This design comes from an exercise in tuning for small area and a short achievable clock period on the open sky130 flow, not from production work.
Where RTL was checked, it was by simulation tests only, not by an equivalence proof against the original.

==> run a <==
// neurona_capa_1
module neurona_capa_1(
    weight_0, weight_1, weight_2, weight_3, weight_4, weight_5, weight_6, weight_7, weight_8, weight_9, weight_10, weight_11, weight_12, weight_13, weight_14, weight_15, weight_16, weight_17, weight_18, weight_19, weight_20, weight_21, weight_22, weight_23, weight_24, weight_25, weight_26, weight_27, weight_28, weight_29, weight_30, weight_31, weight_32, weight_33, weight_34, weight_35, weight_36, weight_37, weight_38, weight_39, weight_40, weight_41, weight_42, weight_43, weight_44, weight_45, weight_46, weight_47, weight_48,
    pixel_0, pixel_1, pixel_2, pixel_3, pixel_4, pixel_5, pixel_6, pixel_7, pixel_8, pixel_9, pixel_10, pixel_11, pixel_12, pixel_13, pixel_14, pixel_15, pixel_16, pixel_17, pixel_18, pixel_19, pixel_20, pixel_21, pixel_22, pixel_23, pixel_24, pixel_25, pixel_26, pixel_27, pixel_28, pixel_29, pixel_30, pixel_31, pixel_32, pixel_33, pixel_34, pixel_35, pixel_36, pixel_37, pixel_38, pixel_39, pixel_40, pixel_41, pixel_42, pixel_43, pixel_44, pixel_45, pixel_46, pixel_47, pixel_48,
    clk, out
);
    input wire clk;
    input wire pixel_0;
    input wire pixel_1;
    input wire pixel_2;
    input wire pixel_3;
    input wire pixel_4;
    input wire pixel_5;
    input wire pixel_6;
    input wire pixel_7;
    input wire pixel_8;
    input wire pixel_9;
    input wire pixel_10;
    input wire pixel_11;
    input wire pixel_12;
    input wire pixel_13;
    input wire pixel_14;
    input wire pixel_15;
    input wire pixel_16;
    input wire pixel_17;
    input wire pixel_18;
    input wire pixel_19;
    input wire pixel_20;
    input wire pixel_21;
    input wire pixel_22;
  ...
Settings: LEC_CHECK=0, CAP_MARGIN=20, CORE_MARGIN=2, CORE_UTILIZATION=40, SETUP_SLACK_MARGIN=4.7, SLEW_MARGIN=20, SYNTH_HIERARCHICAL=1, SYNTH_MINIMUM_KEEP_SIZE=0; clock period 8.0 ns.
standard.sh (not shown) runs the stock make flow with config.mk's settings and CLKGATE_MAP_FILE= SYNTH_SCRIPT=/design/flow/synth_recipe.tcl, a recipe that flattens the netlist after the stock synthesis.
==> flow/flow/run.sh <==
#!/bin/bash
# Own layout flow: the standard flow (standard.sh, unchanged synthesis),
# except that the port buffers buffer_ports inserts are buf_1 cells rather
# than the default it picks; timing repair resizes them where needed.
set -euo pipefail
export BUFFER_PORTS_ARGS="-buffer_cell sky130_fd_sc_hd__buf_1"
bash standard.sh > standard.log 2>&1
==> run b (differences from run a) <==
--- a/flow/config.mk
+++ b/flow/config.mk
@@ -10,3 +10,4 @@
 export CORE_UTILIZATION = 40
-export SETUP_SLACK_MARGIN = 4.7
+export CTS_BUF_LIST = sky130_fd_sc_hd__clkbuf_4 sky130_fd_sc_hd__clkbuf_8
+export SETUP_SLACK_MARGIN = 4.8
 export SLEW_MARGIN = 20
==> run c (differences from run a) <==
--- a/flow/config.mk
+++ b/flow/config.mk
@@ -10,3 +10,3 @@
 export CORE_UTILIZATION = 40
-export SETUP_SLACK_MARGIN = 4.7
+export SETUP_SLACK_MARGIN = 4.5
 export SLEW_MARGIN = 20
==> run d (differences from run a) <==
--- a/flow/config.mk
+++ b/flow/config.mk
@@ -10,2 +10,3 @@
 export CORE_UTILIZATION = 40
+export CTS_BUF_LIST = sky130_fd_sc_hd__clkbuf_4 sky130_fd_sc_hd__clkbuf_8
 export SETUP_SLACK_MARGIN = 4.7
==> run summary <==
In flip-flop and latch count, run c and run d do not differ.
Die area is the same in run c and run a.
The highest routed wire length belongs to run c, the lowest to run d.
Clock skew: run b > run d > run c > run a.
In run d the utilization is lower than in run a, by 0.78 points.
Against run c, the register-to-register slack of run a is better by 210 ps.
Hold slack, highest first: run b, run d, run a, run c.
Run b passed the timing, design-rule and antenna checks. Run a finished with timing, DRC and antenna clean. Run d passed the timing, design-rule and antenna checks. Run c passed the timing, design-rule and antenna checks.
Function was not checked in any run of this note: the RTL went through the layout flow alone.

==> inputs of build 49 <==
Another version of the RTL of neurona_capa_1 (not shown whole).
// neurona_capa_1
module neurona_capa_1(
    weight_0, weight_1, weight_2, weight_3, weight_4, weight_5, weight_6, weight_7, weight_8, weight_9, weight_10, weight_11, weight_12, weight_13, weight_14, weight_15, weight_16, weight_17, weight_18, weight_19, weight_20, weight_21, weight_22, weight_23, weight_24, weight_25, weight_26, weight_27, weight_28, weight_29, weight_30, weight_31, weight_32, weight_33, weight_34, weight_35, weight_36, weight_37, weight_38, weight_39, weight_40, weight_41, weight_42, weight_43, weight_44, weight_45, weight_46, weight_47, weight_48,
  ...
==> module nmx, before the edit <==
module nmx(input wire s, input wire a, input wire b, output wire y);
    assign y = s ? b : a;
endmodule
==> module nmj, before the edit <==
module nmj(input wire a, input wire b, input wire c, output wire y);
    assign y = (a & b) | (a & c) | (b & c);
endmodule
==> flow/config.mk <==
export PLATFORM = sky130hd
export DESIGN_NAME = neurona_capa_1
export DESIGN_NICKNAME = neurona_capa_1
export VERILOG_FILES = /design/flow/design.v
export SDC_FILE = /design/flow/constraint.sdc
export NUM_CORES = 4
export LEC_CHECK = 0
export ABC_AREA = 1
export CAP_MARGIN = 20
export CORE_MARGIN = 2
export CORE_UTILIZATION = 40
export SETUP_SLACK_MARGIN = 4.7
export SLEW_MARGIN = 20
export SYNTH_HIERARCHICAL = 1
export SYNTH_MINIMUM_KEEP_SIZE = 0
==> flow/constraint.sdc <==
create_clock -name core_clock -period 8.0 [get_ports {clk}]
set_input_delay 1.6000 -clock core_clock [delete_from_list [all_inputs] [get_ports {clk}]]
set_output_delay 1.6000 -clock core_clock [all_outputs]
set_load 0.01 [all_outputs]
Scripts as last shown in full above: flow/flow/run.sh
==> build 58: changes against build 49 <==
--- a/flow/design.v
+++ b/flow/design.v
@@ -1372,10 +1372,4 @@
     assign y = a ^ b;
 endmodule
-module nmx(input wire s, input wire a, input wire b, output wire y);
-    assign y = s ? b : a;
-endmodule
-module nmj(input wire a, input wire b, input wire c, output wire y);
-    assign y = (a & b) | (a & c) | (b & c);
-endmodule
 module nxn2(input wire a, input wire b, output wire y);
     assign y = ~(a ^ b);
--- a/flow/config.mk
+++ b/flow/config.mk
@@ -6,9 +6,8 @@
 export NUM_CORES = 4
 export LEC_CHECK = 0
-export ABC_AREA = 1
 export CAP_MARGIN = 20
 export CORE_MARGIN = 2
 export CORE_UTILIZATION = 40
-export SETUP_SLACK_MARGIN = 4.7
+export SETUP_SLACK_MARGIN = 5.0
 export SLEW_MARGIN = 20
 export SYNTH_HIERARCHICAL = 1
==> trial 84: changes against build 49 <==
--- a/flow/design.v
+++ b/flow/design.v
@@ -1372,10 +1372,4 @@
     assign y = a ^ b;
 endmodule
-module nmx(input wire s, input wire a, input wire b, output wire y);
-    assign y = s ? b : a;
-endmodule
-module nmj(input wire a, input wire b, input wire c, output wire y);
-    assign y = (a & b) | (a & c) | (b & c);
-endmodule
 module nxn2(input wire a, input wire b, output wire y);
     assign y = ~(a ^ b);
--- a/flow/config.mk
+++ b/flow/config.mk
@@ -6,8 +6,7 @@
 export NUM_CORES = 4
 export LEC_CHECK = 0
-export ABC_AREA = 1
 export CAP_MARGIN = 20
 export CORE_MARGIN = 2
-export CORE_UTILIZATION = 40
+export CORE_UTILIZATION = 60
 export SETUP_SLACK_MARGIN = 4.7
 export SLEW_MARGIN = 20
==> flow_metrics.tcl <==
set metrics [dict create \
    outcome "no timing/DRC/antenna violations" \
    synth_commonest_cells "395 x nand2_1, 281 x fa_1, 112 x dfxtp_1" \
    switchingPower_uw 3220 \
    multi_input_area_share 0.631 \
    die_w_um 169 \
    gp_congestion 0.945 \
    cp-startpoint "r1[41]$_DFF_P_" \
    antennaDiodeCount 2 \
    ys_top_cells_by_area "fa_1 52%, dfxtp_1 21%, nand2_1 14%" \
    ir_worst_vdd_uv 891 \
    buffer_area_frac 0.181 \
    synthCells 985 \
    grt_pass1_wl_mm 59.0 \
    placed_cells 1718 \
    cpMostUsedCell "fa_1" \
]
the above is filed under build 58

==> flow_metrics.tcl <==
set metrics [dict create \
    grt_pass1_wl_mm 65.0 \
    multi_input_area_share 0.608 \
    gp_congestion 0.963 \
    placed_cells 2203 \
    outcome "no timing/DRC/antenna violations" \
    synth_commonest_cells "724 x nand2_1, 281 x fa_1, 218 x inv_1" \
    cpMostUsedCell "fa_2" \
    die_w_um 177 \
    antennaDiodeCount 6 \
    buffer_area_frac 0.127 \
    ir_worst_vdd_uv 723 \
    ys_top_cells_by_area "fa_1 47%, nand2_1 23%, dfxtp_1 19%" \
]
the above is filed under build 49

==> flow_metrics.tcl <==
set metrics [dict create \
    outcome "no timing/DRC/antenna violations" \
    antennaDiodeCount 1 \
    placed_cells 1606 \
    grt_pass1_wl_mm 55.4 \
    multi_input_area_share 0.647 \
    buffer_area_frac 0.145 \
    ir_worst_vdd_uv 1790 \
    synthCells 985 \
    die_w_um 139 \
    cp-startpoint "pixel_12" \
    ys_top_cells_by_area "fa_1 52%, dfxtp_1 21%, nand2_1 14%" \
]
the above is filed under trial 84

The RTL of build 49 was laid out without a check of its function.

[static timing again, ports no longer ideal]
No port has a modelled driver above. Below, the same layouts with a new extraction and two added sets of constraints.
Step 1 sets driving cells, clkbuf_16 on the clock port and buf_2 on the other inputs (assumed; they add their load-dependent delay and slew).
Step 2 moves the port delays by t, midway between the first and last clock arrival at a register: inputs arrive t later, outputs are due t later. That takes back most of the time a late clock gives input paths.
Slacks: ideal ports / drivers / drivers and shift; pairs: ideal ports / drivers.
| run | t (ns) | setup slack, ns | latest minus earliest clock arrival (ns) | worst slew at a driven data input, ns | pins driven straight from the clock port |
|---|---|---|---|---|---|
| run a | 0.384 | 4.721 / 4.731 / 4.348 | 0.008 / 0.009 | 0.10 | 1 |
| run b | 0.410 | 4.782 / 4.782 / 4.417 | 0.021 / 0.021 | 0.10 | 1 |
| run c | 0.389 | 4.565 / 4.584 / 4.198 | 0.013 / 0.013 | 0.11 | 1 |
| run d | 0.421 | 4.722 / 4.741 / 4.320 | 0.015 / 0.015 | 0.09 | 1 |
| build 49 | 0.401 | 4.665 / 4.684 / 4.283 | 0.008 / 0.008 | 0.10 | 1 |
| build 58 | 0.394 | 4.753 / 4.753 / 4.367 | 0.012 / 0.012 | 0.15 | 1 |
| trial 84 | 0.401 | 4.659 / 4.641 / 4.240 | 0.008 / 0.008 | 0.11 | 1 |
After both steps setup and hold are still met in every run listed. The setup slack of trial 84, which loses most, moves by -0.018 ns with the drivers and by -0.419 ns with both steps.
